This design comes from an exercise in tuning for small area on the open sky130 flow, not from production work.
In this exercise RTL edits were held to simulation tests only and were not proved equivalent to the original.

### flow/flow/run.sh
#!/bin/bash
# Standard synthesis, then inverters pushed across full adders (flow/fapol.py:
# a full adder with all inputs and outputs inverted is the same adder), then
# the standard layout from the modified netlist.
set -euo pipefail
R=orfs/results/sky130hd/synthesizer/base
bash standard.sh synth > synth.log 2>&1
cp $R/1_2_yosys.v yosys_netlist_orig.v
python3 flow/fapol.py yosys_netlist_orig.v $R/1_2_yosys.v > fapol.log 2>&1
rm -f $R/1_synth.odb $R/1_synth.sdc
touch $R/1_2_yosys.v
bash standard.sh "BUFFER_PORTS_ARGS=-buffer_cell sky130_fd_sc_hd__buf_1" finish > layout.log 2>&1
### flow/flow/fapol.py
#!/usr/bin/env python3
"""Inverter pushing across full adders in a mapped sky130 netlist.

A full adder is self-dual: FA(~a, ~b, ~c) = (~sum, ~cout). Each fa cell
may therefore be "flipped" (fed inverted inputs, giving inverted outputs)
without changing the function. This chooses flips that minimise the number
of nets needing an inverted copy, then rewires the netlist with one shared
inverter per such net. Registers and all other cells are kept as they are.

usage: fapol.py IN.v OUT.v
"""
import re, sys
from collections import defaultdict

src = open(sys.argv[1]).read()
cell_re = re.compile(r'^(\s*)(sky130_fd_sc_hd__\w+)\s+(\S+)\s*\((.*?)\);\n', re.S | re.M)
pin_re = re.compile(r'\.(\w+)\(([^()]*)\)')
OUTS = {'X', 'Y', 'Q', 'Q_N', 'SUM', 'COUT', 'HI', 'LO'}

cells = []
for m in cell_re.finditer(src):
    pins = [(p, n.strip()) for p, n in pin_re.findall(m.group(4))]
    cells.append(dict(type=m.group(2), name=m.group(3), pins=pins, span=m.span()))

mod = re.search(r'module\s+(\w+)\((.*?)\);', src, re.S)
port_nets = set()
for m in re.finditer(r'^\s*output\s+(\[(\d+):(\d+)\]\s*)?(\S+);', src, re.M):
    if m.group(1):
        for i in range(int(m.group(3)), int(m.group(2)) + 1):
            port_nets.add('%s[%d]' % (m.group(4), i))
    else:
        port_nets.add(m.group(4))

def is_inv(c): return re.match(r'sky130_fd_sc_hd__inv_\d+$', c['type']) is not None
def is_fa(c): return c['type'] == 'sky130_fd_sc_hd__fa_1' or re.match(r'sky130_fd_sc_hd__fa_\d+$', c['type'])

driver = {}
for i, c in enumerate(cells):
    for p, n in c['pins']:
        if p in OUTS: driver[n] = (i, p)

# removable inverters: output not a port net
removable = set(i for i, c in enumerate(cells) if is_inv(c) and dict(c['pins'])['Y'] not in port_nets)

memo = {}
def root(n):
    if n in memo: return memo[n]
    d = driver.get(n)
    if d and d[0] in removable:
        r, q = root(dict(cells[d[0]]['pins'])['A'])
        res = (r, q ^ 1)
    else:
        res = (n, 0)
    memo[n] = res
    return res

fas = [i for i, c in enumerate(cells) if is_fa(c)]
fixed = set()
for i in fas:
    for p, n in cells[i]['pins']:
        if p in OUTS and n in port_nets: fixed.add(i)
fa_of_root = {}
for i in fas:
    for p, n in cells[i]['pins']:
        if p in OUTS: fa_of_root[n] = i

# consumers: (cell index, pin, root, parity)
cons = []
for i, c in enumerate(cells):
    if i in removable: continue
    for p, n in c['pins']:
        if p in OUTS: continue
        r, q = root(n)
        cons.append((i, p, r, q))
by_root = defaultdict(list)
for k, (i, p, r, q) in enumerate(cons): by_root[r].append(k)
fa_cons = defaultdict(list)
for k, (i, p, r, q) in enumerate(cons):
    if i in fa_of_root.values() and is_fa(cells[i]): fa_cons[i].append(k)

flip = defaultdict(int)
def pol(r):
    f = fa_of_root.get(r)
    return flip[f] if f is not None else 0
def need(k):
    i, p, r, q = cons[k]
    return q ^ (flip[i] if is_fa(cells[i]) else 0)
def root_cost(r):
    pr = pol(r)
    return 1 if any(need(k) != pr for k in by_root[r]) else 0

def fa_roots(i):
    rs = set()
    for p, n in cells[i]['pins']:
        if p in OUTS: rs.add(n)
        else: rs.add(root(n)[0])
    return rs

total0 = sum(root_cost(r) for r in by_root)
improved = True
it = 0
while improved and it < 50:
    improved = False; it += 1
    for i in fas:
        if i in fixed: continue
        rs = fa_roots(i)
        before = sum(root_cost(r) for r in rs)
        flip[i] ^= 1
        after = sum(root_cost(r) for r in rs)
        if after < before: improved = True
        else: flip[i] ^= 1
# annealing over single flips and over flips of whole runs of adders
# linked by their carries, to get out of local minima
import random
random.seed(1)
nxt = {}
for i in fas:
    co = dict(cells[i]['pins'])['COUT']
    for k in by_root.get(co, []):
        j = cons[k][0]
        if is_fa(cells[j]) and cons[k][1] == 'CIN': nxt[i] = j
groups = []
for i in fas:
    g = [i]; j = i
    for _ in range(40):
        j = nxt.get(j)
        if j is None or j in g: break
        g.append(j); groups.append(list(g))
groups += [[i] for i in fas]
cur = sum(root_cost(r) for r in by_root)
best = cur; bestflip = dict(flip)
T = 1.0
for step in range(200000):
    g = random.choice(groups)
    if any(i in fixed for i in g): continue
    rs = set()
    for i in g: rs |= fa_roots(i)
    before = sum(root_cost(r) for r in rs)
    for i in g: flip[i] ^= 1
    after = sum(root_cost(r) for r in rs)
    dlt = after - before
    if dlt <= 0 or random.random() < pow(2.718, -dlt / T):
        cur += dlt
        if cur < best: best = cur; bestflip = dict(flip)
    else:
        for i in g: flip[i] ^= 1
    T = max(0.05, 1.0 - step / 150000.0)
flip = defaultdict(int, bestflip)
total1 = sum(root_cost(r) for r in by_root)
old_inv = len(removable)
sys.stderr.write("inverters: %d removable before; nets needing inverted copy: %d -> %d; flipped %d of %d fa\n"
                 % (old_inv, total0, total1, sum(flip[i] for i in fas), len(fas)))

# rebuild
newpins = {i: list(c['pins']) for i, c in enumerate(cells)}
inv_net = {}
newcells = []
newwires = []
k = 0
for idx, (i, p, r, q) in enumerate(cons):
    pass
for kk, (i, p, r, q) in enumerate(cons):
    want = need(kk)
    if want == pol(r):
        net = r
    else:
        if r not in inv_net:
            nm = '_fapol_n%d_' % len(inv_net)
            inv_net[r] = nm
            newwires.append(nm)
            newcells.append('  sky130_fd_sc_hd__inv_1 _fapol_i%d_ (\n    .A(%s),\n    .Y(%s)\n  );\n' % (len(inv_net) - 1, r if not r.startswith('\\') else r + ' ', nm))
        net = inv_net[r]
    pins = newpins[i]
    for j, (pp, nn) in enumerate(pins):
        if pp == p and not isinstance(nn, tuple):
            pins[j] = (pp, (net,))
            break

def fmt(n):
    return n + ' ' if n.startswith('\\') else n
out = []
pos = 0
for i, c in enumerate(cells):
    s, e = c['span']
    out.append(src[pos:s]); pos = e
    if i in removable: continue
    body = ',\n'.join('    .%s(%s)' % (p, fmt(n[0]) if isinstance(n, tuple) else fmt(n)) for p, n in newpins[i])
    out.append('  %s %s (\n%s\n  );\n' % (c['type'], c['name'], body))
rest = src[pos:]
ei = rest.rfind('endmodule')
out.append(rest[:ei])
out.extend(newcells)
out.append(rest[ei:])
res = ''.join(out)
# declare new wires after the module header
hdr_end = res.index(';', res.index('module ')) + 1
res = res[:hdr_end] + '\n' + ''.join('  wire %s;\n' % w for w in newwires) + res[hdr_end:]
open(sys.argv[2], 'w').write(res)
sys.stderr.write("inverters now: %d\n" % len(newcells))
### flow/standard.sh
#!/bin/bash
# synth_recipe.tcl (not shown) runs the flow's synth.tcl, then flattens the netlist and writes it again
# the make line also repeats each setting of config.mk as NAME=value (left out here)
make -C /OpenROAD-flow-scripts/flow DESIGN_CONFIG=/design/flow/config.mk WORK_HOME=/design/flow/orfs CLKGATE_MAP_FILE= SYNTH_SCRIPT=/design/flow/synth_recipe.tcl "${@:-finish}"
### flow/config.mk
export PLATFORM = sky130hd
export DESIGN_NAME = synthesizer
export DESIGN_NICKNAME = synthesizer
export VERILOG_FILES = /design/flow/design.v
export SDC_FILE = /design/flow/constraint.sdc
export NUM_CORES = 4
export LEC_CHECK = 0
export CAP_MARGIN = 0
export CORE_MARGIN = 2
export CORE_UTILIZATION = 60
export CTS_BUF_LIST = sky130_fd_sc_hd__clkbuf_16
export CTS_CLUSTER_DIAMETER = 100
export CTS_CLUSTER_SIZE = 28
export PLACE_DENSITY = 0.75
export SLEW_MARGIN = 0
### flow/constraint.sdc
create_clock -name core_clock -period 500.0 [get_ports {clk}]
set_input_delay 100.0000 -clock core_clock [delete_from_list [all_inputs] [get_ports {clk}]]
set_output_delay 100.0000 -clock core_clock [all_outputs]
set_load 0.01 [all_outputs]
### flow/design.v
`timescale 1ns / 1ps
module note_key(freq, key);
    input [11:0] freq;
    output [3:0] key;
    note_enc e (.k({freq[5:3], freq[1:0]}), .code(key));
endmodule
module note_440(code);
    output [3:0] code;
    assign code = 4'd2;
endmodule
module display(freq, segOut);
    input [11:0] freq;
    output [6:0] segOut;
    wire [3:0] key;
    note_key nk (.freq(freq), .key(key));
    seg_table st (.key(key), .seg(segOut));
endmodule
module note_enc(k, code);
    input [4:0] k;
    output [3:0] code;
    assign code[0] = (~k[0] & ~k[1] & ~k[4]) | (k[0] & ~k[3] & ~k[4]) | (~k[2] & k[4]);
    assign code[1] = (k[0] & ~k[1]) | (k[3] & ~k[4]) | (k[0] & ~k[4]) | (~k[0] & k[2] & k[4]);
    assign code[2] = (k[0] & ~k[1]) | (k[2] & ~k[3]) | (~k[1] & ~k[2]);
    assign code[3] = (k[0] & k[3]) | (~k[1] & ~k[2] & ~k[4]) | (k[0] & k[1]);
endmodule
module seg_table(key, seg);
    input [3:0] key;
    output [6:0] seg;
    assign seg[0] = (~key[0] & ~key[2] & key[3]) | (key[0] & ~key[1] & ~key[2]) | (~key[0] & key[1] & key[2] & ~key[3]);
    assign seg[1] = (~key[0] & ~key[1]) | (key[0] & ~key[2] & key[3]) | (key[1] & key[2]);
    assign seg[2] = (~key[0] & ~key[1]) | (~key[0] & key[2] & key[3]) | (key[0] & key[1] & key[3]) | (key[0] & key[1] & key[2]);
    assign seg[3] = (~key[0] & key[2] & key[3]) | (key[1] & ~key[2] & ~key[3]);
    assign seg[4] = (key[0] & ~key[1] & key[2]);
    assign seg[5] = (key[0] & ~key[1] & ~key[2] & ~key[3]) | (~key[0] & ~key[2] & key[3]);
    assign seg[6] = (~key[0] & ~key[1] & ~key[2]) | (key[0] & key[1] & key[3]);
endmodule
module period_table(key, period);
    input [3:0] key;
    output [12:0] period;
    assign period[0] = (key[0] & key[1] & ~key[2]) | (key[0] & ~key[1] & ~key[3]) | (~key[0] & key[1] & key[2] & key[3]);
    assign period[1] = (~key[1] & key[2]) | (~key[0] & ~key[2] & key[3]);
    assign period[2] = (key[0] & ~key[1] & key[2]) | (~key[1] & key[2] & ~key[3]) | (key[0] & key[2] & ~key[3]);
    assign period[3] = (~key[1] & ~key[2] & ~key[3]) | (key[0] & key[2] & key[3]) | (key[1] & key[2] & ~key[3]);
    assign period[4] = (~key[2] & key[3]) | (key[1] & key[3]) | (~key[0] & key[3]) | (~key[1] & key[2] & ~key[3]);
    assign period[5] = (~key[0] & ~key[2] & ~key[3]) | (key[0] & key[2]) | (key[1] & key[2]);
    assign period[6] = (key[0] & ~key[2]) | (~key[1]) | (key[0] & key[3]) | (~key[0] & ~key[3]);
    assign period[7] = (~key[0] & ~key[2]) | (key[2] & ~key[3]) | (key[1] & ~key[2]) | (key[0] & ~key[1] & key[3]);
    assign period[8] = (key[2] & ~key[3]) | (key[0]) | (key[1] & key[2]);
    assign period[9] = (~key[0] & ~key[1]) | (~key[0] & key[3]) | (key[1] & key[2]) | (~key[1] & key[3]);
    assign period[10] = (~key[0] & ~key[1] & key[3]) | (key[0] & key[1] & key[3]) | (key[1] & key[2] & ~key[3]) | (~key[1] & ~key[2]);
    assign period[11] = (~key[2] & key[3]) | (~key[0] & ~key[2]) | (~key[1] & ~key[3]) | (~key[0] & key[1] & key[3]);
    assign period[12] = (~key[1] & key[2] & key[3]) | (key[0] & key[1] & ~key[3]) | (key[1] & ~key[2] & key[3]);
endmodule
module negperiod_table(key, negperiod);
    input [3:0] key;
    output [12:0] negperiod;
    assign negperiod[0] = (key[0] & key[1] & ~key[2]) | (key[0] & ~key[1] & ~key[3]) | (~key[0] & key[1] & key[2] & key[3]);
    assign negperiod[1] = (key[0] & key[1] & ~key[2]) | (key[0] & ~key[2] & ~key[3]) | (~key[1] & key[2] & key[3]) | (~key[0] & ~key[1] & key[2]) | (~key[0] & key[3]);
    assign negperiod[2] = (key[0] & key[1] & ~key[2]) | (key[0] & ~key[2] & ~key[3]) | (key[0] & key[1] & ~key[3]) | (~key[0] & key[3]);
    assign negperiod[3] = (~key[0] & ~key[1]) | (~key[0] & key[2]) | (key[0] & key[1] & ~key[2]) | (key[1] & key[3]) | (~key[1] & key[2] & ~key[3]);
    assign negperiod[4] = (key[0] & ~key[2] & ~key[3]) | (key[1] & key[2] & ~key[3]) | (~key[1] & ~key[2]) | (key[0] & ~key[1] & key[3]);
    assign negperiod[5] = (key[1] & ~key[2]) | (~key[0] & ~key[1] & key[2]) | (key[0] & ~key[2]);
    assign negperiod[6] = (key[0] & key[1] & key[2] & ~key[3]) | (~key[0] & key[1] & key[3]);
    assign negperiod[7] = (key[0] & ~key[1] & ~key[2] & ~key[3]) | (~key[0] & ~key[1] & key[3]) | (key[1] & key[2] & key[3]);
    assign negperiod[8] = (~key[0] & ~key[1] & key[3]) | (~key[0] & ~key[2]);
    assign negperiod[9] = (key[0] & key[1] & ~key[2]) | (key[0] & ~key[1] & ~key[3]) | (key[1] & ~key[2] & ~key[3]);
    assign negperiod[10] = (key[1] & ~key[2] & ~key[3]) | (key[0] & ~key[1] & key[2]) | (~key[0] & key[1] & key[3]) | (~key[1] & key[2] & ~key[3]);
    assign negperiod[11] = (~key[1] & key[2] & key[3]) | (key[0] & key[1] & ~key[3]) | (key[0] & key[2] & key[3]) | (key[1] & key[2] & ~key[3]);
    assign negperiod[12] = (~key[1] & ~key[3]) | (key[1] & key[2] & key[3]) | (~key[1] & ~key[2]) | (~key[0] & ~key[3]);
endmodule
module sine_d(key, d, negd);
    input [3:0] key;
    output [10:0] d;
    output [10:0] negd;
    assign d[0] = (~key[2] & ~key[3]) | (~key[0] & ~key[1] & key[3]);
    assign d[1] = (key[0] & key[1] & ~key[2]) | (~key[0] & ~key[1] & ~key[3]) | (~key[1] & key[2] & ~key[3]) | (~key[0] & ~key[2] & key[3]) | (~key[0] & key[2] & ~key[3]);
    assign d[2] = (~key[1] & key[3]) | (~key[1] & ~key[2]) | (key[0] & ~key[2] & key[3]) | (key[0] & key[2] & ~key[3]);
    assign d[3] = (~key[1] & ~key[2] & ~key[3]) | (~key[1] & key[2] & key[3]) | (~key[0] & ~key[2]) | (~key[0] & key[3]) | (key[1] & ~key[2] & key[3]);
    assign d[4] = (~key[1] & ~key[2] & ~key[3]) | (key[0] & key[1] & ~key[2]) | (key[1] & ~key[2] & key[3]) | (key[0] & ~key[1] & ~key[3]) | (key[0] & key[1] & key[3]);
    assign d[5] = (~key[0] & ~key[1] & key[2] & ~key[3]) | (key[0] & key[2] & key[3]) | (key[1] & ~key[2] & key[3]) | (~key[0] & key[1] & ~key[2]);
    assign d[6] = (~key[0] & key[1] & key[2]) | (key[1] & ~key[3]) | (~key[0] & ~key[3]);
    assign d[7] = (key[0] & key[1] & ~key[3]) | (key[0] & ~key[2] & key[3]) | (~key[0] & key[2] & key[3]) | (~key[1] & key[2] & ~key[3]);
    assign d[8] = (key[2]) | (~key[0] & key[1] & ~key[3]);
    assign d[9] = (~key[1] & ~key[2]) | (key[0] & key[1] & ~key[3]) | (~key[1] & key[3]);
    assign d[10] = (key[1] & ~key[2] & key[3]);
    assign negd[0] = (~key[2] & ~key[3]) | (~key[0] & ~key[1] & key[3]);
    assign negd[1] = (~key[0] & key[1] & ~key[3]) | (key[1] & ~key[2] & key[3]) | (key[0] & ~key[1] & ~key[3]) | (~key[0] & ~key[1] & key[2]);
    assign negd[2] = (key[0] & ~key[1] & key[3]) | (~key[0] & ~key[2] & key[3]) | (key[1] & ~key[3]) | (~key[0] & key[2] & ~key[3]);
    assign negd[3] = (key[2] & ~key[3]) | (~key[0] & key[1] & key[2]) | (key[0] & key[1] & ~key[3]) | (~key[1] & ~key[2] & key[3]);
    assign negd[4] = (~key[0] & key[2]) | (~key[0] & key[1] & ~key[3]) | (key[1] & key[2]) | (~key[1] & key[3]);
    assign negd[5] = (~key[1] & ~key[2]) | (~key[0] & ~key[1] & key[3]) | (~key[0] & key[1] & key[2]) | (key[0] & ~key[3]);
    assign negd[6] = (key[0] & ~key[1]) | (~key[2] & key[3]) | (~key[1] & key[3]) | (key[0] & key[3]);
    assign negd[7] = (~key[1] & ~key[2] & ~key[3]) | (key[0] & key[2] & key[3]) | (~key[0] & key[1] & ~key[3]) | (~key[0] & ~key[2]);
    assign negd[8] = (~key[2] & key[3]) | (~key[1] & ~key[2]) | (key[0] & ~key[2]);
    assign negd[9] = (key[1] & key[3]) | (~key[0] & key[1]) | (~key[1] & key[2] & ~key[3]);
    assign negd[10] = (~key[1]) | (~key[3]) | (key[2]);
endmodule
module sine_c0(key, c1, nc3, nt1, t2, t3);
    input [3:0] key;
    output [22:0] c1;
    output [6:0] nc3;
    output [10:0] nt1;
    output [10:0] t2;
    output [10:0] t3;
    assign c1[0] = (~key[0] & key[1] & key[3]) | (~key[1] & ~key[2] & key[3]) | (key[0] & key[2] & key[3]) | (key[0] & key[1] & ~key[2] & ~key[3]);
    assign c1[1] = (~key[0] & ~key[1] & key[3]) | (~key[0] & key[1] & key[2] & ~key[3]) | (~key[0] & ~key[2] & key[3]) | (key[0] & ~key[1] & ~key[2]) | (key[0] & ~key[1] & ~key[3]);
    assign c1[2] = (key[0] & ~key[2]) | (key[0] & key[3]) | (key[1] & ~key[3]);
    assign c1[3] = (~key[0] & key[2]) | (key[2] & ~key[3]) | (key[0] & ~key[2] & key[3]) | (~key[0] & ~key[3]);
    assign c1[4] = (key[1] & key[3]) | (key[0] & key[3]) | (~key[0] & ~key[3]);
    assign c1[5] = (key[1] & key[3]) | (~key[1] & ~key[2]) | (~key[0] & key[3]) | (key[0] & ~key[3]) | (key[1] & key[2]);
    assign c1[6] = (~key[0] & key[2]) | (~key[2] & ~key[3]) | (~key[1] & ~key[2]);
    assign c1[7] = (key[0] & key[1] & ~key[2]) | (key[1] & ~key[3]) | (~key[0] & ~key[1] & key[3]);
    assign c1[8] = (~key[0] & ~key[1]) | (~key[0] & ~key[2] & ~key[3]) | (~key[1] & key[2] & key[3]) | (~key[0] & key[2] & key[3]);
    assign c1[9] = (key[0] & key[2] & ~key[3]) | (key[0] & key[1] & ~key[2] & key[3]);
    assign c1[10] = (~key[0] & ~key[1]) | (key[2] & key[3]) | (key[1] & key[3]) | (key[0] & key[1] & key[2]);
    assign c1[11] = (key[0] & key[1] & ~key[2]) | (~key[1] & ~key[3]) | (key[0] & ~key[1] & key[2]) | (key[0] & ~key[3]) | (~key[0] & key[1] & key[2] & key[3]);
    assign c1[12] = (~key[0] & ~key[1] & ~key[3]) | (key[0] & ~key[2] & key[3]) | (key[0] & key[2] & ~key[3]);
    assign c1[13] = (key[0] & key[3]) | (key[1]) | (~key[0] & ~key[3]);
    assign c1[14] = (~key[1] & ~key[3]) | (key[1] & key[2]) | (key[0] & ~key[2] & key[3]) | (~key[0] & ~key[3]);
    assign c1[15] = (~key[0] & ~key[1] & ~key[3]) | (key[0] & key[1] & ~key[3]) | (key[1] & key[2]);
    assign c1[16] = (~key[2] & key[3]) | (~key[0] & ~key[1] & key[2] & ~key[3]) | (key[1] & key[3]) | (~key[0] & key[1] & ~key[2]);
    assign c1[17] = (~key[1] & ~key[2] & ~key[3]) | (key[0] & ~key[2] & ~key[3]) | (~key[0] & key[3]) | (~key[0] & key[1] & key[2]);
    assign c1[18] = (key[1] & ~key[2]) | (key[0] & ~key[2] & ~key[3]) | (key[0] & key[2] & key[3]);
    assign c1[19] = (~key[2] & key[3]) | (~key[0] & ~key[2]) | (key[0] & ~key[1] & ~key[3]);
    assign c1[20] = (key[0] & ~key[2] & ~key[3]) | (key[0] & key[2] & key[3]) | (key[1] & key[2] & ~key[3]) | (~key[1] & ~key[2]) | (~key[1] & key[3]);
    assign c1[21] = (~key[0] & key[1] & ~key[3]) | (key[1] & key[2] & key[3]) | (~key[1] & key[2] & ~key[3]);
    assign c1[22] = 1'b0;
    assign nc3[0] = (key[0] & ~key[1]) | (~key[0] & key[1] & ~key[3]) | (~key[2]) | (key[0] & key[3]);
    assign nc3[1] = (~key[0] & ~key[1]) | (~key[2] & key[3]) | (key[2] & ~key[3]);
    assign nc3[2] = (key[0] & key[1] & ~key[2]) | (~key[0] & key[3]) | (key[2] & ~key[3]) | (~key[1] & key[2]);
    assign nc3[3] = (key[1] & ~key[3]) | (key[0]) | (~key[1] & key[3]) | (~key[2]);
    assign nc3[4] = (~key[0] & ~key[1]) | (key[0] & ~key[2]) | (key[1] & key[2]) | (key[3]);
    assign nc3[5] = (~key[1]) | (key[0] & ~key[3]) | (~key[0] & key[3]) | (~key[2]);
    assign nc3[6] = 1'b1;
    assign nt1[0] = (key[3]) | (~key[1]) | (key[2]) | (~key[0]);
    assign nt1[1] = (key[2] & ~key[3]) | (key[0] & key[3]) | (~key[0] & ~key[3]) | (key[0] & key[1]) | (key[1] & key[2]);
    assign nt1[2] = (~key[1] & ~key[2] & ~key[3]) | (key[1] & key[3]) | (~key[0] & ~key[1] & ~key[3]) | (key[0] & key[1]);
    assign nt1[3] = (key[0] & ~key[1]) | (key[2] & ~key[3]) | (key[0] & key[2]) | (~key[0] & ~key[2] & key[3]) | (key[1] & ~key[3]);
    assign nt1[4] = (~key[0] & key[1] & ~key[3]) | (key[0] & ~key[1] & key[2]) | (key[1] & ~key[2] & ~key[3]) | (~key[1] & ~key[2] & key[3]);
    assign nt1[5] = (~key[0] & ~key[1] & key[2]) | (~key[1] & ~key[2] & key[3]) | (key[0] & key[1] & key[2]) | (key[1] & ~key[3]);
    assign nt1[6] = (key[0] & key[1] & key[2] & key[3]) | (~key[0] & ~key[1] & key[3]) | (~key[1] & ~key[2] & key[3]) | (~key[0] & key[1] & key[2] & ~key[3]);
    assign nt1[7] = (key[1] & key[3]) | (~key[1] & key[2]) | (~key[0] & ~key[1]) | (key[0] & ~key[3]);
    assign nt1[8] = (key[1] & key[2] & ~key[3]) | (~key[2] & key[3]) | (~key[0]) | (~key[1] & ~key[2]);
    assign nt1[9] = 1'b1;
    assign nt1[10] = 1'b1;
    assign t2[0] = (~key[1] & key[3]) | (key[2] & key[3]) | (~key[0] & key[3]);
    assign t2[1] = (~key[0] & ~key[1]) | (~key[2] & ~key[3]) | (~key[1] & ~key[2]);
    assign t2[2] = (key[1] & ~key[2] & ~key[3]) | (key[0] & key[3]) | (~key[1] & key[2] & ~key[3]);
    assign t2[3] = (~key[0] & ~key[3]) | (key[0] & ~key[2] & key[3]);
    assign t2[4] = (~key[0] & ~key[1]) | (~key[1] & key[2] & ~key[3]) | (~key[0] & ~key[2]) | (~key[0] & ~key[3]);
    assign t2[5] = (key[0] & key[2] & ~key[3]) | (~key[0] & key[3]) | (key[1] & ~key[2] & key[3]) | (key[0] & ~key[1] & ~key[3]) | (~key[0] & key[1] & ~key[2]);
    assign t2[6] = (~key[0] & key[2]) | (~key[1] & key[2]) | (key[1] & ~key[2]) | (key[0] & ~key[3]);
    assign t2[7] = (key[0] & ~key[1] & ~key[3]) | (key[1] & ~key[2] & ~key[3]) | (~key[1] & key[2] & ~key[3]) | (~key[0] & key[1] & key[2] & key[3]);
    assign t2[8] = (~key[1] & key[2] & key[3]) | (key[0] & key[1] & key[2]);
    assign t2[9] = (key[0] & key[1] & ~key[2]) | (key[0] & ~key[2] & key[3]);
    assign t2[10] = 1'b0;
    assign t3[0] = (key[0] & key[1] & ~key[3]) | (key[2] & ~key[3]) | (~key[0] & key[1] & key[3]) | (key[1] & key[2]);
    assign t3[1] = (~key[1] & ~key[2] & ~key[3]) | (~key[0] & key[2]) | (key[0] & key[1] & ~key[3]);
    assign t3[2] = (key[0] & key[1] & ~key[3]) | (~key[0] & ~key[2] & key[3]) | (~key[1] & ~key[2]) | (~key[1] & key[3]);
    assign t3[3] = (~key[0] & ~key[1] & key[2] & ~key[3]) | (key[1] & ~key[2] & ~key[3]) | (key[0] & key[1] & ~key[3]) | (key[0] & ~key[2] & key[3]);
    assign t3[4] = (key[0] & key[1] & ~key[2]) | (key[2] & ~key[3]) | (~key[0] & key[1] & key[3]);
    assign t3[5] = (~key[1] & ~key[2] & ~key[3]) | (~key[0] & key[1] & ~key[3]) | (key[1] & key[2] & ~key[3]);
    assign t3[6] = (key[0] & key[1] & ~key[2]) | (key[0] & key[1] & key[3]) | (~key[0] & ~key[1] & ~key[2]);
    assign t3[7] = (~key[1] & ~key[2] & ~key[3]) | (~key[0] & key[3]) | (key[0] & key[1] & key[2] & ~key[3]) | (key[1] & ~key[2] & key[3]);
    assign t3[8] = (~key[1] & ~key[2] & ~key[3]) | (~key[0] & ~key[2]) | (~key[0] & ~key[1]);
    assign t3[9] = (~key[0] & ~key[2] & key[3]) | (key[0] & key[1] & ~key[2]);
    assign t3[10] = 1'b0;
endmodule
`timescale 1ns / 1ps
module osc_square(freq, clk, rst, sq);
    input [11:0] freq;
    input clk;
    input rst;
    output reg sq;           
    reg [11:0] cycleCount;
    wire [3:0] key;
    wire [12:0] period;
    note_key nk (.freq(freq), .key(key));
    period_table pt (.key(key), .period(period));
    wire [11:0] half = period[12:1];
    wire reached;            
    ge_rc #(12) cmp (.a(cycleCount), .b(half), .ge(reached));
    wire [11:0] cnt1;
    inc_rc #(12) inc (.a(cycleCount), .ci(1'b1), .s(cnt1), .co());
    always @(posedge clk) begin
        if (rst) begin
            sq <= 1'b1;
            cycleCount <= 0;
        end else if (reached) begin
            sq <= ~sq;
            cycleCount <= 0;
        end else begin
            cycleCount <= cnt1;
        end
    end
endmodule
`timescale 1ns / 1ps
module osc_tri_saw(freq, clk, rst, q, X, valid);
    input [11:0] freq;
    input clk;
    input rst;
    output [12:0] q;
    output X;
    output valid;
    reg [12:0] cc;
    reg [3:0] ckey;
    wire [3:0] key;
    wire [12:0] pnow, np;
    note_key nk (.freq(freq), .key(key));
    period_table ptn (.key(key), .period(pnow));
    negperiod_table ptc (.key(ckey), .negperiod(np));    
    wire [12:0] cnext;
    wire wrap;
    inc_rc #(13) inc (.a(cc), .ci(1'b1), .s(cnext), .co());
    ge_rc #(13) cmp (.a(cnext), .b(pnow), .ge(wrap));
    always @(posedge clk) begin
        if (rst) begin
            cc <= 13'h1fff;
        end else begin
            cc <= wrap ? 13'd0 : cnext;
        end
        ckey <= key;
    end
    assign valid = ~&cc;
    wire [12:0] lo;
    wire z;
    inc_rc #(13) neg (.a(~cc), .ci(1'b1), .s(lo), .co(z));
    wire [12:0] r [0:13];
    assign r[13] = ~lo & {13{~z}};
    genvar i;
    generate
        for (i = 12; i >= 0; i = i - 1) begin : st_
            div_step #(14, 13) ds (.a({r[i+1], lo[i]}), .nb({1'b1, np}), .q(q[i]), .r(r[i]));
        end
    endgenerate
    carry_rc #(14) cmpx (.a({cc, 1'b0}), .b({1'b1, np}), .ci(1'b0), .co(X));
endmodule
`timescale 1ns / 1ps
module osc_sine(freq, clk, rst, sin);
    input [11:0] freq;
    input clk;
    input rst;
    output [15:0] sin;
    reg [31:0] s;
    reg [22:0] C1;
    reg [14:0] nS2;
    reg [6:0] nS3, nC3;
    reg [10:0] r1, r2, nr3, nt1, t2, t3;
    reg [3:0] dkey;
    reg restart;
    wire [3:0] key;
    note_key nk (.freq(freq), .key(key));
    wire [3:0] k440;
    note_440 n440 (.code(k440));
    wire [3:0] lkey = rst ? k440 : key;
    wire [10:0] d, negd;
    sine_d sd (.key(dkey), .d(d), .negd(negd));
    wire [22:0] C1_0;
    wire [6:0] nC3_0;
    wire [10:0] nt1_0, t2_0, t3_0;
    sine_c0 sc (.key(lkey), .c1(C1_0), .nc3(nC3_0), .nt1(nt1_0), .t2(t2_0), .t3(t3_0));
    wire [31:0] se   = {restart ? 16'd0 : s[31:16], s[15:0]};
    wire [14:0] nS2e = nS2;
    wire [6:0]  nS3e = nS3;
    wire [10:0] r1e  = r1;
    wire [10:0] r2e  = r2;
    wire [10:0] nr3e = nr3;
    wire [22:0] C1e  = C1;
    wire [6:0]  nC3e = nC3;
    wire [10:0] nt1e = nt1;
    wire [10:0] t2e  = t2;
    wire [10:0] t3e  = t3;
    wire [11:0] d12 = {1'b0, d};
    wire [11:0] negd12 = {1'b1, negd};       
    wire sneg = se[31];
    wire cneg = ~nC3e[6];
    wire S3neg = ~nS3e[6];
    wire dc = cneg & ~(&nt1e);
    wire ds = sneg & (|r1e);
    wire [31:0] Sn;
    add_rc #(32) a_s (.a(se), .b({{9{C1e[22]}}, C1e}), .ci(dc), .s(Sn), .co());
    wire [11:0] U1, M1, U2, M2;
    wire g1, g2;
    add_rc #(11) a_u1 (.a(r1e), .b(t2e), .ci(dc), .s(U1[10:0]), .co(U1[11]));
    add_rc #(12) a_m1 (.a(U1), .b(negd12), .ci(1'b0), .s(M1), .co(g1));
    wire [10:0] r1n = g1 ? M1[10:0] : U1[10:0];
    add_rc #(11) a_u2 (.a(r2e), .b(t3e), .ci(g1), .s(U2[10:0]), .co(U2[11]));
    add_rc #(12) a_m2 (.a(U2), .b(negd12), .ci(1'b0), .s(M2), .co(g2));
    wire [10:0] r2n = g2 ? M2[10:0] : U2[10:0];
    wire [14:0] nS2n;
    add_rc #(15) a_s2 (.a(nS2e), .b({{8{nC3e[6]}}, nC3e}), .ci(~g2), .s(nS2n), .co());
    wire [11:0] nV, AV;
    add_rc #(12) a_v (.a({1'b1, nr3e}), .b({{5{nC3e[6]}}, nC3e}), .ci(~g2), .s(nV), .co());
    add_rc #(12) a_av (.a(nV), .b(d12 ^ {12{cneg}}), .ci(cneg), .s(AV), .co());
    wire uv = cneg ? ~nV[11] : AV[11];
    wire [10:0] nr3n = uv ? AV[10:0] : nV[10:0];
    wire [6:0] nS3n;
    add_rc #(7) a_s3 (.a(nS3e), .b({7{uv & ~cneg}}), .ci(uv & cneg), .s(nS3n), .co());
    wire [11:0] X1, B2;
    add_rc #(12) a_b1 (.a({1'b1, nt1e}), .b({1'b0, r2e}), .ci(ds), .s(X1), .co());
    wire b1 = ~X1[11];
    wire [10:0] X1d;
    add_rc #(11) a_b1d (.a(X1[10:0]), .b(negd), .ci(1'b0), .s(X1d), .co());
    wire [10:0] nt1n = b1 ? X1d : X1[10:0];
    wire [22:0] C1n;
    add_rc #(23) a_c1 (.a(C1e), .b({{8{nS2e[14]}}, nS2e}), .ci(~b1), .s(C1n), .co());
    add_rc #(12) a_b2 (.a({1'b0, t2e}), .b({1'b1, nr3e}), .ci(~b1), .s(B2), .co());
    wire b2 = B2[11];
    wire [10:0] B2d;
    add_rc #(11) a_b2d (.a(B2[10:0]), .b(d), .ci(1'b0), .s(B2d), .co());
    wire [10:0] t2n = b2 ? B2d : B2[10:0];
    wire [11:0] W, AW;
    add_rc #(12) a_w (.a({1'b0, t3e}), .b({{5{nS3e[6]}}, nS3e}), .ci(~b2), .s(W), .co());
    add_rc #(12) a_aw (.a(W), .b(d12 ^ {12{S3neg}}), .ci(S3neg), .s(AW), .co());
    wire uw = S3neg ? ~AW[11] : W[11];
    wire [10:0] t3n = uw ? AW[10:0] : W[10:0];
    wire [6:0] nC3n;
    add_rc #(7) a_c3 (.a(nC3e), .b({7{uw & S3neg}}), .ci(uw & ~S3neg), .s(nC3n), .co());
    wire crossing = ~Sn[31] & sneg;
    wire load = rst | crossing;
    always @(posedge clk) begin
        if (rst) begin
            s[31:16] <= 16'd0;
            restart <= 1'b1;
        end else begin
            s[31:16] <= Sn[31:16];
            restart <= crossing;
        end
        if (load) begin
            dkey <= lkey;
            s[15:0] <= 16'd0;
            C1 <= C1_0; nS2 <= 15'h7fff; nS3 <= 7'h7f; nC3 <= nC3_0;
            r1 <= 11'd0; r2 <= 11'd0; nr3 <= 11'h7ff;
            nt1 <= nt1_0; t2 <= t2_0; t3 <= t3_0;
        end else begin
            s[15:0] <= Sn[15:0];
            C1 <= C1n; nS2 <= nS2n; nS3 <= nS3n; nC3 <= nC3n;
            r1 <= r1n; r2 <= r2n; nr3 <= nr3n;
            nt1 <= nt1n; t2 <= t2n; t3 <= t3n;
        end
    end
    assign sin = s[31:16];
endmodule
`timescale 1ns / 1ps
module sig_adder(clk, rst, sw, sq, q, X, saw_valid, sig_sine, sig);
    input clk;
    input rst;
    input [4:0] sw;
    input sq;
    input [12:0] q;
    input X;
    input saw_valid;
    input [15:0] sig_sine;
    output reg [15:0] sig;
    reg [15:0] sig_noise;
    wire [15:0] noise_next = { sig_noise[14:0], sig_noise[15] ^ sig_noise[14] ^ sig_noise[12] ^ sig_noise[3] };
    wire on = ~rst;
    wire v0 = sw[0] & on;
    wire v1 = sw[1] & saw_valid & on;
    wire v2 = sw[2] & saw_valid & on;
    wire v3 = sw[3] & on;
    wire v4 = sw[4] & on;
    wire xb = X & v1;
    wire [15:0] a = {3'b000, q & {13{v1}}};
    wire [15:0] b = {1'b0, (q ^ {13{X}}) & {13{v2}}, 2'b00};
    wire [15:0] c0 = v2 ? (v0 ? (sq ? 16'hF003 : 16'hD004) : 16'hE004)
                        : (v0 ? (sq ? 16'h0FFF : 16'hF000) : 16'h0000);
    wire [15:0] c = {c0[15:13] + {3{xb}}, c0[12:0]};
    wire [15:0] d = v3 ? sig_sine : 16'd0;
    wire [15:0] e = v4 ? noise_next : 16'd0;
    wire [15:0] s1 = a ^ b ^ c;
    wire [15:0] c1 = {(a[14:0] & b[14:0]) | (a[14:0] & c[14:0]) | (b[14:0] & c[14:0]), 1'b0};
    wire [15:0] s2 = s1 ^ c1 ^ d;
    wire [15:0] c2 = {(s1[14:0] & c1[14:0]) | (s1[14:0] & d[14:0]) | (c1[14:0] & d[14:0]), 1'b0};
    wire [15:0] s3 = s2 ^ c2 ^ e;
    wire [15:0] c3 = {(s2[14:0] & c2[14:0]) | (s2[14:0] & e[14:0]) | (c2[14:0] & e[14:0]), 1'b0};
    wire [15:0] sum;
    add_rc #(16) fin (.a(s3), .b(c3), .ci(xb), .s(sum), .co());
    always @(posedge clk) begin
        sig <= sum;
        if (rst) sig_noise <= 773;
        else if (sw[4]) sig_noise <= noise_next;
    end
endmodule
`timescale 1ns / 1ps
module synthesizer(clk, rst, sw, freq, sig, seg);
    input clk;           
    input rst;           
    input [4:0] sw;      
    input [11:0] freq;   
    output [15:0] sig;   
    output [6:0] seg;    
    wire sq;
    wire [12:0] saw_q;
    wire saw_x, saw_valid;
    wire [15:0] sig_sine;
    display disp_ (.freq(freq), .segOut(seg));
    osc_square squosc_ (.freq(freq), .clk(clk), .rst(rst), .sq(sq));
    osc_tri_saw trisawsc_ (.freq(freq), .clk(clk), .rst(rst),
                           .q(saw_q), .X(saw_x), .valid(saw_valid));
    osc_sine sinesc_ (.freq(freq), .clk(clk), .rst(rst), .sin(sig_sine));
    sig_adder sigadd_ (.clk(clk), .rst(rst), .sw(sw), .sq(sq), .q(saw_q),
                       .X(saw_x), .saw_valid(saw_valid), .sig_sine(sig_sine), .sig(sig));
endmodule
module add_rc #(parameter W = 8) (a, b, ci, s, co);
    input [W-1:0] a, b;
    input ci;
    output [W-1:0] s;
    output co;
    wire [W:0] c;
    assign c[0] = ci;
    genvar i;
    generate
        for (i = 0; i < W; i = i + 1) begin : bit_
            assign s[i] = a[i] ^ b[i] ^ c[i];
            assign c[i+1] = (a[i] & b[i]) | (c[i] & (a[i] ^ b[i]));
        end
    endgenerate
    assign co = c[W];
endmodule
module inc_rc #(parameter W = 8) (a, ci, s, co);
    input [W-1:0] a;
    input ci;
    output [W-1:0] s;
    output co;
    wire [W:0] c;
    assign c[0] = ci;
    genvar i;
    generate
        for (i = 0; i < W; i = i + 1) begin : bit_
            assign s[i] = a[i] ^ c[i];
            assign c[i+1] = a[i] & c[i];
        end
    endgenerate
    assign co = c[W];
endmodule
module carry_rc #(parameter W = 8) (a, b, ci, co);
    input [W-1:0] a, b;
    input ci;
    output co;
    wire [W:0] c;
    assign c[0] = ci;
    genvar i;
    generate
        for (i = 0; i < W; i = i + 1) begin : bit_
            assign c[i+1] = (a[i] & b[i]) | (a[i] & c[i]) | (b[i] & c[i]);
        end
    endgenerate
    assign co = c[W];
endmodule
module ge_rc #(parameter W = 8) (a, b, ge);
    input [W-1:0] a, b;
    output ge;
    wire [W:0] c;
    assign c[0] = 1'b1;
    genvar i;
    generate
        for (i = 0; i < W; i = i + 1) begin : bit_
            assign c[i+1] = (a[i] & ~b[i]) | (a[i] & c[i]) | (~b[i] & c[i]);
        end
    endgenerate
    assign ge = c[W];
endmodule
module div_step #(parameter W = 8, parameter R = 8) (a, nb, q, r);
    input [W-1:0] a, nb;
    output q;
    output [R-1:0] r;
    wire [W-1:0] d;
    add_rc #(W) sub (.a(a), .b(nb), .ci(1'b0), .s(d), .co(q));
    assign r = q ? d[R-1:0] : a[R-1:0];
endmodule
==> flow_metrics.tcl, run 1 <==
set metrics [dict create \
    antenna_found_initial 1 \
    setup_slack_ps 296850 \
    cts_hold_buf 0 \
    grt_pass1_wl_um 88700 \
    ys_warn_count 4 \
    r2r_cells 259 \
    finalSetupViolations 0 \
    start_kind "input pin" \
    path_max_fanout 32 \
    regToRegStartpoint "trisawsc_.cc[0]" \
    min_path_cells 1 \
    routed-via-count 15899 \
    io_buffers 34 \
    max_freq_mhz 4.92 \
    maxSlewViolCount 0 \
    crit_path_max_incr_delay_ps 800 \
    relSlewSlack_pct 14.5 \
    grt_overflow 0 \
    h-tree-depth 1 \
    drt_iter0_drc 1218 \
    cts_tree "done" \
    clkTransAtPathRegs_ps 100 \
    die_y_um 196 \
    maxCapViolCount 0 \
    stdcell_count 2640 \
    avgSynthCellArea_sq_um 10.1 \
    worstSkewPairLatency_ps 530 \
    status "no timing/DRC/antenna violations" \
    finalCriticalPeriod_ps 203150 \
    worstPathCellList "buf_1 -> nor2b_1 -> o21a_1 -> buf_4 -> clkinv_1 -> nor2_1 -> nor2_1 -> o21ai_0 -> nand2_1 -> buf_1" \
    rows 70 \
    fp.dieArea_sq_um 38400 \
    min_from "squosc_.cycleCount[0]" \
    final_core_util_pct 63.2 \
    critPathKind "input pin to primary output" \
    setup_tns_ps 0 \
    grt_pass1_vias 16651 \
    placed_area_sq_um 22600 \
    holdPathEnd "squosc_.cycleCount[0]" \
    clock-sinks 217 \
    globalRouteMet1Util_pct 39.1 \
    worstMarginPinSlew_ps 1270 \
    dr.pass1.iters 5 \
    hold_viol 0 \
    period_share_pct 40.6 \
    cts_setup_buffers 0 \
    cts_resized 0 \
    num_antenna_cells 0 \
    nNetsFinal 2659 \
    cts_buffers 13 \
    dp_hpwl_um 42200 \
    io_pins 42 \
    hold_ws_ps 490 \
    crit_required_ps 400000 \
    grt_start_max_net_pins 68 \
    crit_start "freq[3]" \
    worstReg2RegEnd "sigadd_.sig[15]" \
    min_path_type "register to register" \
    clock_skew_ps 64.7 \
    grtUsageTotal_pct 29.3 \
    wl_um 53100 \
    end_kind "primary output" \
    rrSetupSlack_ps 423950 \
    coreArea_sq_um 36400 \
    final_area_sq_um 23000 \
    syn2layout_area_growth_pct 4.16 \
    gp_congestion 0.973 \
    wl_per_cell_um 20.1 \
    synth_nets 2684 \
    arrival_ps 103150 \
    viasPerCell 6.02 \
    use_met3_pct 3.11 \
    drive_gt1_share_pct 7.55 \
    root_buffer "clkbuf_16" \
    preCtsSetupSlack_ps 297040 \
    netlist_area_sq_um 22100 \
    ant_nets 0 \
    cpMaxStageDelayCell "nor2_1" \
    synthCells 2192 \
    dp_cells 2620 \
    grtUsageMet2_pct 50.0 \
    drc 0 \
    cts_buffer_depth 3 \
    busiest_layer "met2" \
    initial_utilization_pct 60.7 \
    die_w_um 196 \
    rsz0062_at_grt "false" \
]
-- per-layer routing --
metal  wire length, um  vias up
met5                13        -
met4              2110        2
met3              2490      117
met2             26100      474
met1             22400     8078
li1                  -     7228
-- critical path: cells and delay by family --
kind / cells / cell delay, ps
compound gates: 2 / 290
simple gates: 4 / 1200
buf+inv: 4 / 1640
-- worst max-delay path by stage --
| stage | to | depth (start not counted) | slack, ps |
|---|---|---|---|
| floorplan | seg[2] | 9 | 298330 |
| detailed placement | seg[2] | 10 | 297040 |
| CTS | seg[2] | 10 | 297030 |
| global route | seg[2] | 10 | 296650 |
| global placement | seg[2] | 10 | 297090 |
| finish | seg[2] | 10 | 296850 |
-- layout make-up --
type	instances	area [sq um]
clock buffer	13	325
clock inverter	7	80.1
fill	2998	13400
inverter	208	781
multi-input combinational	1656	16500
sequential	217	4380
tap	468	586
timing repair buffer	71	409
-- placed cells by master, fill, tap and decap left out, types with 49 or more instances in the layout --
cell	instances
dfxtp_1	213
nand2_1	201
mux2_2	65
mux2i_1	72
nor2_1	159
fa_1	401
ha_1	72
a21oi_1	106
xnor2_1	53
and2_1	49
o21ai_0	67
nor2b_1	52
inv_1	206
-- registers in the layout (all words and copies together) (netlist names), 11 cells and up --
signal	cells
sinesc_.s	32
sinesc_.C1	23
sigadd_.sig	16
sigadd_.sig_noise	16
sinesc_.nS2	15
trisawsc_.cc	13
squosc_.cycleCount	12
sinesc_.nr3	11
sinesc_.nt1	11
sinesc_.r1	11
sinesc_.r2	11
sinesc_.t2	11
sinesc_.t3	11
==> run 2, diff against run 1 <==
--- a/flow/config.mk
+++ b/flow/config.mk
@@ -6,5 +6,5 @@
 export NUM_CORES = 4
 export LEC_CHECK = 0
-export CAP_MARGIN = 0
+export CAP_MARGIN = 5
 export CORE_MARGIN = 2
 export CORE_UTILIZATION = 60
@@ -13,3 +13,3 @@
 export CTS_CLUSTER_SIZE = 28
 export PLACE_DENSITY = 0.75
-export SLEW_MARGIN = 0
+export SLEW_MARGIN = 5
==> run 2 against run 1 <==
Synthesized cell count unchanged. Die area unchanged. Worst hold slack better by 0.79 ps. Global-route usage is the same.
==> flow_metrics.tcl, run 2 <==
set metrics [dict create \
    status "no timing/DRC/antenna violations" \
    grt_overflow 0 \
    cts_tree "done" \
    worstSkewPairLatency_ps 520 \
    initial_utilization_pct 60.7 \
    arrival_ps 103130 \
    cts_buffer_depth 3 \
    final_area_sq_um 23000 \
    r2r_cells 259 \
    hold_viol 0 \
    rsz0062_at_grt "false" \
    mostFrequentLayoutCell "fa_1" \
    wl_um 53200 \
    largest_register_ff_count 32 \
    seq_area_sq_um 4380 \
    period_share_pct 40.6 \
    io_buffers 34 \
    cts_hold_buf 0 \
    root_buffer "clkbuf_16" \
    fp.dieArea_sq_um 38400 \
    holdPathEnd "squosc_.cycleCount[0]" \
    ys_warn_count 4 \
    coreArea_sq_um 36400 \
    start_kind "input pin" \
    clock-sinks 217 \
    dp_hpwl_um 42200 \
    regToRegStartpoint "trisawsc_.cc[0]" \
    critPathKind "input pin to primary output" \
    rows 70 \
    drc 0 \
    cts_setup_buffers 0 \
    setup_tns_ps 0 \
    preCtsSetupSlack_ps 297040 \
    end_kind "primary output" \
    multi_input_area_sq_um 16500 \
    dr.pass1.iters 5 \
    grt_pass1_vias 16651 \
    min_path_type "register to register" \
    worstReg2RegEnd "sigadd_.sig[15]" \
    drt_iter0_drc 1211 \
    finalSetupViolations 0 \
    nNetsFinal 2660 \
    drive_gt1_share_pct 7.59 \
    finalCriticalPeriod_ps 203130 \
    clkTransAtPathRegs_ps 100 \
    gp_congestion 0.973 \
    path_delay_family "buffers and inverters" \
    path_max_fanout 32 \
    fill_cells 2998 \
    crit_required_ps 400000 \
    worstPathCellList "buf_1 -> nor2b_1 -> o21a_1 -> buf_4 -> clkinv_1 -> nor2_1 -> nor2_1 -> o21ai_0 -> nand2_1 -> buf_1" \
    final_cell_mix "401 x fa_1, 213 x dfxtp_1, 206 x inv_1" \
    die_y_um 196 \
    syn2layout_area_growth_pct 4.19 \
    num_antenna_cells 0 \
    routed-via-count 15874 \
    cts_buffers 13 \
    max_freq_mhz 4.92 \
    crit_path_max_incr_delay_ps 790 \
    synth_nets 2684 \
    maxCapViolCount 0 \
    grtUsageTotal_pct 29.3 \
    maxSlewViolCount 0 \
    top_register "sinesc_.s" \
    rrSetupSlack_ps 424020 \
    h-tree-depth 1 \
    placed_area_sq_um 22600 \
    crit_start "freq[3]" \
    avgSynthCellArea_sq_um 10.1 \
    antenna_found_initial 1 \
    path_buf_inv 4 \
    synthCells 2192 \
    largestRegisters "sinesc_.s x32, sinesc_.C1 x23" \
    grt_start_max_net_pins 68 \
    io_pins 42 \
    clock_skew_ps 59.6 \
    relSlewSlack_pct 30.0 \
    viasPerCell 6.01 \
    worstMarginPinSlew_ps 1040 \
    min_from "squosc_.cycleCount[0]" \
    wl_per_cell_um 20.2 \
    min_path_cells 1 \
    die_w_um 196 \
    setup_slack_ps 296870 \
    cpMaxStageDelayCell "nor2_1" \
    cts_resized 0 \
    grt_pass1_wl_um 88700 \
    netlist_area_sq_um 22100 \
    ant_nets 0 \
]
-- run 2: routing by layer --
layer  part of all wire, %  vias up  GRT usage [%]
met1                    41     7998           39.1
met4                   4.0        2           10.7
met3                   5.4      122           3.11
met2                    49      535           50.0
met5                 0.024        -              0
li1                      -     7217              -
-- run 2: worst max path at each step --
stage	endpoint	cells past startpoint
after floorplan	seg[2]	9
after global placement	seg[2]	10
after detailed placement	seg[2]	10
after CTS	seg[2]	10
after global routing	seg[2]	10
final	seg[2]	10
-- run 2: cell type report --
type                            count  share of cell area [%]
Inverter                          208                    3.39
Clock buffer                       13                    1.41
Multi-Input combinational cell   1656                    71.5
Sequential cell                   217                    19.0
Timing Repair Buffer               72                    1.81
Tap cell                          468                    2.54
Clock inverter                      7                   0.348
-- run 2: through the flow --
stage          hold WS, ps  std cells  utilization (%)
2_1_floorplan          432       2192                -
4_1_cts                496       2640             63.2
3_3_place_gp           456       2620             62.1
3_5_place_dp           465       2620             62.1
6_report               491       2641             63.2
5_1_grt                532       2641             63.2
-- run 2: worst register-to-register path, delay by kind of cell (launching register included) --
| kind | cells | cell delay [ps] |
|---|---|---|
| XOR/XNOR | 3 | 530 |
| buffers and inverters | 38 | 3090 |
| AO/OA/AOI/OAI | 24 | 5200 |
| AND/OR/NAND/NOR | 8 | 2610 |
| flip-flops | 1 | 510 |
| multiplexers | 12 | 2760 |
| adder cells (fa/ha/maj) | 174 | 61200 |
==> run 3, diff against run 2 <==
--- a/flow/config.mk
+++ b/flow/config.mk
@@ -8,8 +8,8 @@
 export CAP_MARGIN = 5
 export CORE_MARGIN = 2
-export CORE_UTILIZATION = 60
+export CORE_UTILIZATION = 75
 export CTS_BUF_LIST = sky130_fd_sc_hd__clkbuf_16
 export CTS_CLUSTER_DIAMETER = 100
 export CTS_CLUSTER_SIZE = 28
-export PLACE_DENSITY = 0.75
+export PLACE_DENSITY = 0.85
 export SLEW_MARGIN = 5
==> run 3 against run 2 <==
Still clean. Final area shrank 0.69%. Non-clock buffer count shrank 2. Fmax is essentially flat. Critical endpoint unchanged.
==> flow_metrics.tcl, run 3 <==
set metrics [dict create \
    dp_hpwl_um 43200 \
    wl_um 55200 \
    rsz0062_at_grt "false" \
    clkTransAtPathRegs_ps 90 \
    crit_required_ps 400000 \
    netlist_area_sq_um 22100 \
    end_kind "primary output" \
    dr.pass1.iters 7 \
    root_buffer "clkbuf_16" \
    h-tree-depth 1 \
    cts_setup_buffers 0 \
    ant_nets 0 \
    critPathKind "input pin to primary output" \
    drt_iter0_drc 1603 \
    worstSkewPairLatency_ps 510 \
    gp_congestion 1.01 \
    avgSynthCellArea_sq_um 10.1 \
    io_pins 42 \
    cts_tree "done" \
    arrival_ps 103070 \
    grtUsageMet2_pct 65.1 \
    clock-sinks 217 \
    grtUsageTotal_pct 37.6 \
    drc 0 \
    top_register "sinesc_.s" \
    maxSlewViolCount 0 \
    mostFrequentLayoutCell "fa_1" \
    setup_tns_ps 0 \
    relSlewSlack_pct 19.2 \
    cts_resized 0 \
    fill_cells 1917 \
    cts_buffer_depth 3 \
    maxCapViolCount 0 \
    synth_nets 2684 \
    final_cell_mix "401 x fa_1, 213 x dfxtp_1, 205 x inv_1" \
    multi_input_area_sq_um 16500 \
    fp.dieArea_sq_um 30900 \
    finalCriticalPeriod_ps 203070 \
    ys_warn_count 4 \
    largestRegisters "sinesc_.s x32, sinesc_.C1 x23" \
    start_kind "input pin" \
    use_met3_pct 4.83 \
    rows 62 \
    die_w_um 176 \
    hold_viol 0 \
    finalSetupViolations 0 \
    period_share_pct 40.6 \
    busiest_layer "met2" \
    nNetsFinal 2657 \
    initial_utilization_pct 76.6 \
    routed-via-count 16342 \
    grt_pass1_wl_um 90700 \
    max_freq_mhz 4.92 \
    viasPerCell 6.40 \
    grt_start_max_net_pins 71 \
    grt_pass1_vias 17332 \
    synthCells 2192 \
    status "no timing/DRC/antenna violations" \
    wl_per_cell_um 21.6 \
    antenna_found_initial 1 \
    clock_skew_ps 47.7 \
    syn2layout_area_growth_pct 3.47 \
    path_max_fanout 32 \
    largest_register_ff_count 32 \
    preCtsSetupSlack_ps 297080 \
    seq_area_sq_um 4380 \
    drive_gt1_share_pct 7.47 \
    cts_buffers 12 \
    io_buffers 34 \
    die_y_um 176 \
    grt_overflow 0 \
    globalRouteMet1Util_pct 47.5 \
    worstMarginPinSlew_ps 1210 \
    coreArea_sq_um 28900 \
    min_path_type "register to register" \
    setup_slack_ps 296930 \
    cts_hold_buf 0 \
]
==> run 3: area by class of cell <==
class	count	share of cell area (%)
multi-input cells	1656	72.0
flip-flops and latches	217	19.2
inverters	208	3.41
well taps	384	2.10
repair buffers	70	1.76
clock buffers	12	1.31
clock inverters	6	0.284
diodes	1	0.0109
==> run 3: metrics by stage <==
step | hold WS (ps) | area (sq um) | instances | utilization [%]
3_5_place_dp | 485 | 22500 | 2535 | 78.0
5_1_grt | 521 | 22900 | 2554 | 79.3
2_1_floorplan | 432 | 22100 | 2192 | -
4_1_cts | 510 | 22900 | 2553 | 79.3
6_report | 511 | 22900 | 2554 | 79.3
3_3_place_gp | 452 | 22500 | 2535 | 78.0
==> run 3: critical path, cell delays in order <==
cell and delay [ps]:
buf_1 420, nor2b_1 200, o21a_1 120, buf_4 330, clkinv_1 710, nor2_1 760, nor2_1 80, o21ai_0 170
nand2_1 90, buf_1 170
==> run 3: layer usage <==
metal  vias up  part of all wire (%)
met5         -                     0
met4         0                   5.6
met1      8192                    37
met2       749                    50
met3       191                   6.9
li1       7210                     -
==> run 3: worst paths after layout <==
check                        from                   end  slack [ps]  cells past startpoint
max                       freq[3]                seg[2]      296930                     10
max reg2reg       trisawsc_.cc[0]       sigadd_.sig[15]      422950                    258
min reg2reg  sigadd_.sig_noise[1]  sigadd_.sig_noise[2]         510                      1
min          sigadd_.sig_noise[1]  sigadd_.sig_noise[2]         510                      1
==> run 4, diff against run 3 <==
--- a/flow/config.mk
+++ b/flow/config.mk
@@ -9,7 +9,7 @@
 export CORE_MARGIN = 2
 export CORE_UTILIZATION = 75
-export CTS_BUF_LIST = sky130_fd_sc_hd__clkbuf_16
-export CTS_CLUSTER_DIAMETER = 100
-export CTS_CLUSTER_SIZE = 28
+export CTS_BUF_LIST = sky130_fd_sc_hd__clkbuf_8
+export CTS_CLUSTER_DIAMETER = 70
+export CTS_CLUSTER_SIZE = 16
 export PLACE_DENSITY = 0.85
 export SLEW_MARGIN = 5
==> run 4 against run 3 <==
Cell count increased by 0.63%. Synthesized area unchanged. Routed wire length decreased by 1.1%. Via count hardly changed. Fmax about the same. Flip-flop and latch count did not move. Setup slack got worse by 3.0 ps. Non-clock buffer count unchanged. Register-to-register slack lost 20 ps. Final area up 0.39%. Highest routed layer unchanged.
==> flow_metrics.tcl, run 4 <==
set metrics [dict create \
    cts_buffers 22 \
    hold_viol 0 \
    largestRegisters "sinesc_.s x32, sinesc_.C1 x23" \
    fp.dieArea_sq_um 30900 \
    drive_gt1_share_pct 8.19 \
    viasPerCell 6.36 \
    grt_pass1_wl_um 89900 \
    end_kind "primary output" \
    h-tree-depth 1 \
    io_buffers 34 \
    cts_buffer_depth 3 \
    dr.pass1.iters 8 \
    io_pins 42 \
    worstMarginPinSlew_ps 1230 \
    largest_register_ff_count 32 \
    path_max_fanout 32 \
    crit_end "seg[2]" \
    ys_warn_count 4 \
    worstReg2RegEnd "sigadd_.sig[15]" \
    grt_start_max_net_pins 71 \
    synthCells 2192 \
    coreArea_sq_um 28900 \
    r2r_cells 258 \
    maxCapViolCount 0 \
    hold_ws_ps 511 \
    initial_utilization_pct 76.6 \
    synth_nets 2684 \
    wl_per_cell_um 21.2 \
    min_path_type "register to register" \
    cts_tree "done" \
    grt_pass1_vias 17320 \
    clock_skew_ps 75.8 \
    clkTransAtPathRegs_ps 100 \
    finalSetupViolations 0 \
    critPathKind "input pin to primary output" \
    drc 0 \
    grtUsageTotal_pct 37.2 \
    cts_setup_buffers 0 \
    drt_iter0_drc 1560 \
    die_y_um 176 \
    antenna_found_initial 1 \
    avgSynthCellArea_sq_um 10.1 \
    final_cell_mix "401 x fa_1, 213 x dfxtp_1, 204 x inv_1" \
    grt_overflow 0 \
    ant_nets 0 \
    wl_um 54600 \
    syn2layout_area_growth_pct 3.88 \
    cts_resized 0 \
    max_freq_mhz 4.92 \
    worstSkewPairLatency_ps 610 \
    stdcell_count 2570 \
    root_buffer "clkbuf_8" \
    clock-sinks 217 \
    start_kind "input pin" \
    crit_required_ps 400000 \
    dp_cells 2535 \
    rows 62 \
    top_register "sinesc_.s" \
    crit_start "freq[3]" \
    period_share_pct 40.6 \
    arrival_ps 103070 \
    setup_tns_ps 0 \
    cts_hold_buf 0 \
    nNetsFinal 2667 \
    gp_congestion 1.01 \
    netlist_area_sq_um 22100 \
    regToRegStartpoint "trisawsc_.cc[0]" \
    rsz0062_at_grt "false" \
    dp_hpwl_um 43200 \
    status "no timing/DRC/antenna violations" \
    maxSlewViolCount 0 \
    finalCriticalPeriod_ps 203080 \
    mostFrequentLayoutCell "fa_1" \
    relSlewSlack_pct 15.6 \
    routed-via-count 16339 \
    rrSetupSlack_ps 422930 \
    die_w_um 176 \
]
run 4: worst min-delay path by stage:
stage,startpoint,to,slack [ps],cells after the start
2_1_floorplan,squosc_.cycleCount[0],squosc_.cycleCount[0],430,1
5_1_grt,squosc_.cycleCount[0],squosc_.cycleCount[0],520,1
6_report,sigadd_.sig_noise[1],sigadd_.sig_noise[2],510,1
3_3_place_gp,squosc_.cycleCount[0],squosc_.cycleCount[0],450,1
3_5_place_dp,sigadd_.sig_noise[1],sigadd_.sig_noise[2],480,1
4_1_cts,squosc_.cycleCount[0],squosc_.cycleCount[0],510,1
run 4: stage by stage:
stage               setup slack, ps  instance area, sq um  utilization (%)
finish                       296930                 23000             79.6
global route                 296730                 23000             79.6
CTS                          297060                 23000             79.6
detailed placement           297080                 22500             78.0
global placement             297140                 22500             78.0
floorplan                    298330                 22100                -
run 4: final cells by class:
class / instances / area [sq um]
tap: 384 / 480
antenna: 1 / 2.50
sequential: 217 / 4380
inverter: 208 / 781
multi-input combinational: 1656 / 16500
fill: 1910 / 5890
timing repair buffer: 70 / 402
clock buffer: 22 / 303
clock inverter: 12 / 151
run 4: routing by layer:
metal  GRT usage, %  wire length [um]  up-vias
met5              0                 0        -
met4           17.4              3100        0
met3           5.52              3610      193
met2           64.0             27300      704
met1           46.8             20600     8216
li1               -                 -     7226
run 4: critical path, cell delays in order:
cell and delay (ps):
buf_1 420, nor2b_1 200, o21a_1 120, buf_4 320
clkinv_1 720, nor2_1 760, nor2_1 80, o21ai_0 180
nand2_1 90, buf_1 160
==> run 5, diff against run 4 <==
--- a/flow/config.mk
+++ b/flow/config.mk
@@ -8,8 +8,8 @@
 export CAP_MARGIN = 5
 export CORE_MARGIN = 2
-export CORE_UTILIZATION = 75
+export CORE_UTILIZATION = 60
 export CTS_BUF_LIST = sky130_fd_sc_hd__clkbuf_8
 export CTS_CLUSTER_DIAMETER = 70
 export CTS_CLUSTER_SIZE = 16
-export PLACE_DENSITY = 0.85
+export PLACE_DENSITY = 0.75
 export SLEW_MARGIN = 5
==> run 5 against run 4 <==
Routed wire length is 2.7% lower. Non-clock buffer count grew 2. Die area increased by 24%. Register-to-register slack improved by 1100 ps. Sequential share of layout area is essentially flat. Fmax is essentially flat. Largest cell class unchanged. Critical endpoint unchanged. Critical path type unchanged.
==> flow_metrics.tcl, run 5 <==
set metrics [dict create \
    h-tree-depth 1 \
    initial_utilization_pct 60.7 \
    rsz0062_at_grt "false" \
    placed_area_sq_um 22600 \
    cts_buffers 19 \
    rows 70 \
    nNetsFinal 2666 \
    num_antenna_cells 0 \
    worstReg2RegEnd "sigadd_.sig[15]" \
    r2r_cells 259 \
    finalCriticalPeriod_ps 203100 \
    regToRegStartpoint "trisawsc_.cc[0]" \
    io_pins 42 \
    hold_viol 0 \
    antenna_found_initial 1 \
    io_buffers 34 \
    maxSlewViolCount 0 \
    grt_overflow 0 \
    clock_skew_ps 40.1 \
    period_share_pct 40.6 \
    maxCapViolCount 0 \
    clkTransAtPathRegs_ps 100 \
    dp_hpwl_um 42200 \
    cts_buffer_depth 3 \
    mostFrequentLayoutCell "fa_1" \
    viasPerCell 6.01 \
    coreArea_sq_um 36400 \
    drc 0 \
    avgSynthCellArea_sq_um 10.1 \
    holdPathEnd "squosc_.cycleCount[0]" \
    cts_tree "done" \
    gp_congestion 0.973 \
    root_buffer "clkbuf_8" \
    crit_required_ps 400000 \
    grt_pass1_vias 16674 \
    ys_warn_count 4 \
    netlist_area_sq_um 22100 \
    relSlewSlack_pct 28.9 \
    path_max_fanout 32 \
    routed-via-count 15910 \
    synthCells 2192 \
    top_register "sinesc_.s" \
    drt_iter0_drc 1230 \
    ant_nets 0 \
    worstSkewPairLatency_ps 590 \
    grtUsageTotal_pct 29.3 \
    rrSetupSlack_ps 424040 \
    end_kind "primary output" \
    die_w_um 196 \
    worstMarginPinSlew_ps 1050 \
    final_area_sq_um 23000 \
    grt_start_max_net_pins 68 \
    finalSetupViolations 0 \
    synth_nets 2684 \
    drive_gt1_share_pct 7.89 \
    critPathKind "input pin to primary output" \
    clock-sinks 217 \
    largest_register_ff_count 32 \
    max_freq_mhz 4.92 \
    cts_setup_buffers 0 \
    min_from "squosc_.cycleCount[0]" \
    grt_pass1_wl_um 88700 \
    cts_hold_buf 0 \
    arrival_ps 103100 \
    fp.dieArea_sq_um 38400 \
    wl_um 53100 \
    start_kind "input pin" \
    largestRegisters "sinesc_.s x32, sinesc_.C1 x23" \
    final_cell_mix "401 x fa_1, 213 x dfxtp_1, 206 x inv_1" \
    status "no timing/DRC/antenna violations" \
    setup_tns_ps 0 \
    min_path_type "register to register" \
    min_path_cells 1 \
    die_y_um 196 \
    fill_cells 3011 \
    dr.pass1.iters 6 \
    wl_per_cell_um 20.0 \
    syn2layout_area_growth_pct 3.84 \
    cts_resized 0 \
]
-- run 5: worst max path at each step --
stage	start	endpoint	slack [ps]
floorplan	freq[4]	seg[2]	298330
global route	freq[3]	seg[2]	296630
CTS	freq[3]	seg[2]	297030
finish	freq[3]	seg[2]	296900
global placement	freq[3]	seg[2]	297090
detailed placement	freq[3]	seg[2]	297040
-- run 5: critical path, stage by stage --
cell and delay (ps):
buf_1 410, nor2b_1 200, o21a_1 120, buf_4 330, clkinv_1 720, nor2_1 790
nor2_1 70, o21ai_0 160, nand2_1 110, buf_1 160
-- run 5: area by class of cell --
type | instances | area, sq um | share of cell area (%)
Clock buffer | 19 | 262 | 1.14
Clock inverter | 8 | 65.1 | 0.283
Tap cell | 468 | 586 | 2.55
Inverter | 208 | 781 | 3.40
Timing Repair Buffer | 72 | 417 | 1.81
Sequential cell | 217 | 4380 | 19.1
Multi-Input combinational cell | 1656 | 16500 | 71.7
-- run 5: layer usage --
layer / global-route usage (%) / share of wire [%]
met3: 3.54 / 5.5
met2: 49.5 / 49
met5: 0 / 0
met1: 39.0 / 41
met4: 11.0 / 4.1
-- run 5: per-stage QoR --
step,worst slack [ps],hold slack [ps],utilization (%),std cells
2_1_floorplan,298330,432,-,2192
3_3_place_gp,297090,456,62.1,2620
3_5_place_dp,297040,465,62.1,2620
4_1_cts,297030,496,63.0,2647
5_1_grt,296630,532,63.0,2648
6_report,296900,492,63.0,2648

re-timing with driven ports:
The results above use ideal ports. As a check the final layouts listed here were re-extracted and re-timed, cells and wires unchanged. Step 1: set_driving_cell puts a clkbuf_16 on clk and a buf_2 on each other input, an assumption about the parent block. Step 2 also shifts input and output timing later by t, the mid clock arrival at the registers, as if the neighbouring blocks saw the same clock. Slacks: ideal ports / drivers / drivers and shift; pairs: ideal ports / drivers.
run	shift t [ns]	slack for setup (ns)	slew at the worst register clock pin (ns)	worst data-port slew with drivers (ns)	cell pins on the clock port's net
run 1	0.547	296.850 / 296.792 / 296.792	0.12 / 0.12	0.08	1
run 2	0.545	296.867 / 296.808 / 296.808	0.12 / 0.12	0.08	1
run 3	0.545	296.928 / 296.905 / 296.905	0.11 / 0.11	0.11	1
run 4	0.617	296.925 / 296.902 / 296.902	0.10 / 0.10	0.11	1
run 5	0.617	296.896 / 296.838 / 296.838	0.11 / 0.11	0.08	1
After both steps every run listed still meets setup and hold. For run 2, which loses most, drivers alone change the setup slack by -0.059 ns; drivers and shift together by -0.059 ns.
